From an optimization exercise on the open Yosys and OpenROAD flow, aimed at small area and a short achievable clock period; shortcuts taken in it are not production practice. Only simulation tests tie the RTL to the original design; equivalence was not proved.

==> flow/design.v (excerpt) <==
module ntt4point(
    input clk, rst,
    input [15:0] in0, in1, in2, in3,
    output [15:0] out0, out1, out2, out3
);
==> flow/config.mk <==
export PLATFORM = sky130hd
export DESIGN_NAME = ntt4point
export DESIGN_NICKNAME = ntt4point
export VERILOG_FILES = /design/flow/design.v
export SDC_FILE = /design/flow/constraint.sdc
export NUM_CORES = 4
export LEC_CHECK = 0
export CAP_MARGIN = 20
export CORE_MARGIN = 2
export CORE_UTILIZATION = 40
export SLEW_MARGIN = 20
export SYNTH_ARGS = -noabc
export SYNTH_KEEP_MODULES = ntt_fa
export BUFFER_PORTS_ARGS = -buffer_cell sky130_fd_sc_hd__buf_1
export DONT_USE_CELLS += sky130_fd_sc_hd__ha_1
export SETUP_SLACK_MARGIN = 39.8
==> flow/constraint.sdc <==
create_clock -name core_clock -period 60.0 [get_ports {clk}]
set_input_delay 12.0000 -clock core_clock [delete_from_list [all_inputs] [get_ports {clk}]]
set_output_delay 12.0000 -clock core_clock [all_outputs]
set_load 0.01 [all_outputs]
standard.sh (not shown) runs the stock make flow with config.mk's settings and CLKGATE_MAP_FILE= SYNTH_SCRIPT=/design/flow/synth_recipe.tcl, a recipe that flattens the netlist after the stock synthesis.
==> flow/flow/run.sh <==
#!/bin/bash
set -euo pipefail
cd "$(dirname "$0")/.."
cat >> config.mk <<'EOC'
export SYNTH_ARGS = -noabc
export SYNTH_KEEP_MODULES = ntt_fa
export BUFFER_PORTS_ARGS = -buffer_cell sky130_fd_sc_hd__buf_1
export DONT_USE_CELLS += sky130_fd_sc_hd__ha_1
export SETUP_SLACK_MARGIN = 39.8
EOC
bash standard.sh > standard_flow.log 2>&1
The baseline completed with no timing, DRC or antenna violations.
Next try:
==> flow/flow/run.sh (replaced) <==
#!/bin/bash
set -euo pipefail
cd "$(dirname "$0")/.."
cat >> config.mk <<'EOC'
export SYNTH_ARGS = -noabc
export SYNTH_KEEP_MODULES = ntt_fa
export DONT_USE_CELLS += sky130_fd_sc_hd__ha_1
export BUFFER_PORTS_ARGS = -buffer_cell sky130_fd_sc_hd__buf_1
export CTS_BUF_LIST = sky130_fd_sc_hd__clkbuf_8
export SETUP_SLACK_MARGIN = 39.4
EOC
bash standard.sh > standard_flow.log 2>&1
--- a/flow/config.mk
+++ b/flow/config.mk
@@ -12,5 +12,6 @@
 export SYNTH_ARGS = -noabc
 export SYNTH_KEEP_MODULES = ntt_fa
+export DONT_USE_CELLS += sky130_fd_sc_hd__ha_1
 export BUFFER_PORTS_ARGS = -buffer_cell sky130_fd_sc_hd__buf_1
-export DONT_USE_CELLS += sky130_fd_sc_hd__ha_1
-export SETUP_SLACK_MARGIN = 39.8
+export CTS_BUF_LIST = sky130_fd_sc_hd__clkbuf_8
+export SETUP_SLACK_MARGIN = 39.4
Result: The changed run finished with timing, DRC and antenna clean. Worst hold slack loses 0.029 ns. Non-clock buffer count shrinks by 14.
Next try:
--- a/flow/flow/run.sh
+++ b/flow/flow/run.sh
@@ -8,5 +8,5 @@
 export BUFFER_PORTS_ARGS = -buffer_cell sky130_fd_sc_hd__buf_1
 export CTS_BUF_LIST = sky130_fd_sc_hd__clkbuf_8
-export SETUP_SLACK_MARGIN = 39.4
+export SETUP_SLACK_MARGIN = 40.2
 EOC
 bash standard.sh > standard_flow.log 2>&1
--- a/flow/config.mk
+++ b/flow/config.mk
@@ -15,3 +15,3 @@
 export BUFFER_PORTS_ARGS = -buffer_cell sky130_fd_sc_hd__buf_1
 export CTS_BUF_LIST = sky130_fd_sc_hd__clkbuf_8
-export SETUP_SLACK_MARGIN = 39.4
+export SETUP_SLACK_MARGIN = 40.2
After rerunning: Routed wire length went up by 3.7%; utilization went up by 2.3 points; sequential share of layout area went down by 0.40 points; final cell count went up by 2.8%; via count went up by 3.9%; cell area went up by 5.2%; worst hold slack gets better by 0.0031 ns; non-clock buffer count went up by 43.
Next try:
--- a/flow/flow/run.sh
+++ b/flow/flow/run.sh
@@ -8,5 +8,5 @@
 export BUFFER_PORTS_ARGS = -buffer_cell sky130_fd_sc_hd__buf_1
 export CTS_BUF_LIST = sky130_fd_sc_hd__clkbuf_8
-export SETUP_SLACK_MARGIN = 40.2
+export SETUP_SLACK_MARGIN = 38.6
 EOC
 bash standard.sh > standard_flow.log 2>&1
--- a/flow/config.mk
+++ b/flow/config.mk
@@ -15,3 +15,3 @@
 export BUFFER_PORTS_ARGS = -buffer_cell sky130_fd_sc_hd__buf_1
 export CTS_BUF_LIST = sky130_fd_sc_hd__clkbuf_8
-export SETUP_SLACK_MARGIN = 40.2
+export SETUP_SLACK_MARGIN = 38.6
What happened:
- via count went down by 3.5%
- sequential cell count stays the same
- synthesized area does not change
- critical path depth went down by 2

* * *

ntt4point again, from the RTL that the note above started with.
==> flow/config.mk <==
export PLATFORM = sky130hd
export DESIGN_NAME = ntt4point
export DESIGN_NICKNAME = ntt4point
export VERILOG_FILES = /design/flow/design.v
export SDC_FILE = /design/flow/constraint.sdc
export NUM_CORES = 4
export LEC_CHECK = 0
export CAP_MARGIN = 20
export CORE_MARGIN = 2
export CORE_UTILIZATION = 40
export SLEW_MARGIN = 20
export SYNTH_ARGS = -noabc
export SYNTH_KEEP_MODULES = ntt_fa
export BUFFER_PORTS_ARGS = -buffer_cell sky130_fd_sc_hd__buf_1
export SETUP_SLACK_MARGIN = 40.7
==> flow/constraint.sdc <==
create_clock -name core_clock -period 60.0 [get_ports {clk}]
set_input_delay 12.0000 -clock core_clock [delete_from_list [all_inputs] [get_ports {clk}]]
set_output_delay 12.0000 -clock core_clock [all_outputs]
set_load 0.01 [all_outputs]
==> flow/flow/run.sh <==
#!/bin/bash
set -euo pipefail
cd "$(dirname "$0")/.."
cat >> config.mk <<'EOC'
export SYNTH_ARGS = -noabc
export SYNTH_KEEP_MODULES = ntt_fa
export BUFFER_PORTS_ARGS = -buffer_cell sky130_fd_sc_hd__buf_1
export SETUP_SLACK_MARGIN = 40.7
EOC
bash standard.sh > standard_flow.log 2>&1
==> next run, changes <==
--- a/flow/flow/run.sh
+++ b/flow/flow/run.sh
@@ -7,3 +7,2 @@
 export BUFFER_PORTS_ARGS = -buffer_cell sky130_fd_sc_hd__buf_1
-export SETUP_SLACK_MARGIN = 40.7
 EOC
- SETUP_SLACK_MARGIN: 40.7 -> unset
=>
- The changed run passed the timing, design-rule and antenna checks
- synthesized area is unchanged
- die area does not change
- worst hold slack gains 0.0051 ns
- setup slack loses 2.0 ns
- first-iteration DRC count goes down by about a fifth
==> next run, changes <==
--- a/flow/flow/run.sh
+++ b/flow/flow/run.sh
@@ -7,2 +7,3 @@
 export BUFFER_PORTS_ARGS = -buffer_cell sky130_fd_sc_hd__buf_1
+export SETUP_SLACK_MARGIN = 39
 EOC
- SETUP_SLACK_MARGIN: unset -> 39
Outcome: Worst hold slack barely changes. Non-clock buffer count increases by 1. Via count increases by 0.40%. Die area is unchanged. Clock-buffer cell count stays the same.
==> next run, changes <==
--- a/flow/flow/run.sh
+++ b/flow/flow/run.sh
@@ -7,3 +7,3 @@
 export BUFFER_PORTS_ARGS = -buffer_cell sky130_fd_sc_hd__buf_1
-export SETUP_SLACK_MARGIN = 39
+export SETUP_SLACK_MARGIN = 40.3
 EOC
- SETUP_SLACK_MARGIN: 39 -> 40.3
Effect:
- The new run went through all stages and came out clean
- synthesized area stays the same
- final area climbs by 5.6%
- global-route usage climbs by 0.41 points
- sequential share of layout area drops by 0.43 points

* * *

Starting RTL as in the previous note.
export LEC_CHECK = 0
export CAP_MARGIN = 20
export CORE_MARGIN = 2
export CORE_UTILIZATION = 40
export SLEW_MARGIN = 20
export SYNTH_ARGS = -noabc
export SYNTH_KEEP_MODULES = ntt_fa
export BUFFER_PORTS_ARGS = -buffer_cell sky130_fd_sc_hd__buf_1
export SETUP_SLACK_MARGIN = 39.8
create_clock -name core_clock -period 60.0 [get_ports {clk}]
==> flow/flow/run.sh <==
#!/bin/bash
set -euo pipefail
cd "$(dirname "$0")/.."
cat >> config.mk <<'EOC'
export SYNTH_ARGS = -noabc
export SYNTH_KEEP_MODULES = ntt_fa
export BUFFER_PORTS_ARGS = -buffer_cell sky130_fd_sc_hd__buf_1
export SETUP_SLACK_MARGIN = 39.8
EOC
bash standard.sh > standard_flow.log 2>&1
Change:
- CORE_UTILIZATION: 40 -> 70
Effect:
- cell area goes down by 1.8%
- global-route usage goes up by 14 points
- cell count goes down by 11%
- flip-flop and latch count stays the same
- worst setup slack got worse by 29 ps
- routed wire length hardly moves
- die area goes down by 42%
- count of clock-buffer cells in the layout goes up by 1
- first-iteration DRC count goes up by 18%
- worst hold slack barely changes
Change:
--- a/flow/flow/run.sh
+++ b/flow/flow/run.sh
@@ -6,4 +6,5 @@
 export SYNTH_KEEP_MODULES = ntt_fa
 export BUFFER_PORTS_ARGS = -buffer_cell sky130_fd_sc_hd__buf_1
+export CTS_BUF_LIST = sky130_fd_sc_hd__clkbuf_8
 export SETUP_SLACK_MARGIN = 39.8
 EOC
- CORE_UTILIZATION: 70 -> 40
- CTS_BUF_LIST: unset -> sky130_fd_sc_hd__clkbuf_8
What happened: Die area rises by well over a third; via count shrinks by a few percent; final area goes up slightly.
Change:
--- a/flow/flow/run.sh
+++ b/flow/flow/run.sh
@@ -5,4 +5,5 @@
 export SYNTH_ARGS = -noabc
 export SYNTH_KEEP_MODULES = ntt_fa
+export DONT_USE_CELLS += sky130_fd_sc_hd__ha_1
 export BUFFER_PORTS_ARGS = -buffer_cell sky130_fd_sc_hd__buf_1
 export CTS_BUF_LIST = sky130_fd_sc_hd__clkbuf_8
--- a/flow/config.mk
+++ b/flow/config.mk
@@ -12,4 +12,5 @@
 export SYNTH_ARGS = -noabc
 export SYNTH_KEEP_MODULES = ntt_fa
+export DONT_USE_CELLS += sky130_fd_sc_hd__ha_1
 export BUFFER_PORTS_ARGS = -buffer_cell sky130_fd_sc_hd__buf_1
 export CTS_BUF_LIST = sky130_fd_sc_hd__clkbuf_8
=>
- The new run completed with no timing, DRC or antenna violations
- utilization rose by 0.55 points
- via count rose by 4.5%
- worst setup slack got worse by 49 ps
Change:
--- a/flow/flow/run.sh
+++ b/flow/flow/run.sh
@@ -8,5 +8,5 @@
 export BUFFER_PORTS_ARGS = -buffer_cell sky130_fd_sc_hd__buf_1
 export CTS_BUF_LIST = sky130_fd_sc_hd__clkbuf_8
-export SETUP_SLACK_MARGIN = 39.8
+export SETUP_SLACK_MARGIN = 39.0
 EOC
 bash standard.sh > standard_flow.log 2>&1
--- a/flow/config.mk
+++ b/flow/config.mk
@@ -15,3 +15,3 @@
 export BUFFER_PORTS_ARGS = -buffer_cell sky130_fd_sc_hd__buf_1
 export CTS_BUF_LIST = sky130_fd_sc_hd__clkbuf_8
-export SETUP_SLACK_MARGIN = 39.8
+export SETUP_SLACK_MARGIN = 39.0
Wire length falls by 1.9%.
Cell area falls by 2.8%.
Worst setup slack is worse by 610 ps.

afterwards: timing with drivers on the ports:
How much do the figures lean on ideal ports? The routed layouts below were timed once more, with nothing changed but the port constraints.
Step 1 assumes that a clkbuf_16 drives the clock port and a buf_2 every other input.
Step 2, shift: input delay + t, output delay - t, t = (earliest + latest rising clock arrival at the registers) / 2. This alone moves slack from input paths to output paths.
Slacks: ideal / step 1 / step 2; pairs: ideal / step 1.
run	t (ns)	setup WS [ns]	cell pins on the clock port's net
the first run of note 1	0.347	40.077 / 40.095 / 39.748	1
the second run of note 1	0.365	39.718 / 39.739 / 39.373	1
the third run of note 1	0.369	40.442 / 40.453 / 40.084	1
the fourth run of note 1	0.367	39.089 / 39.105 / 38.738	1
the first run of note 2	0.337	40.636 / 40.615 / 40.279	1
the second run of note 2	0.330	38.669 / 38.688 / 38.358	1
the third run of note 2	0.330	39.377 / 39.397 / 39.067	1
the fourth run of note 2	0.336	40.535 / 40.512 / 40.176	1
the first run of note 3	0.330	40.085 / 40.094 / 39.764	1
the second run of note 3	0.330	40.056 / 40.069 / 39.739	1
the third run of note 3	0.346	40.105 / 40.108 / 39.761	1
the fourth run of note 3	0.363	40.056 / 40.069 / 39.705	1
the fifth run of note 3	0.366	39.449 / 39.469 / 39.102	1
After both steps setup and hold are still met in every run listed. For the fourth run of note 2, which loses most, drivers alone change the setup slack by -0.023 ns; drivers and shift together by -0.359 ns.
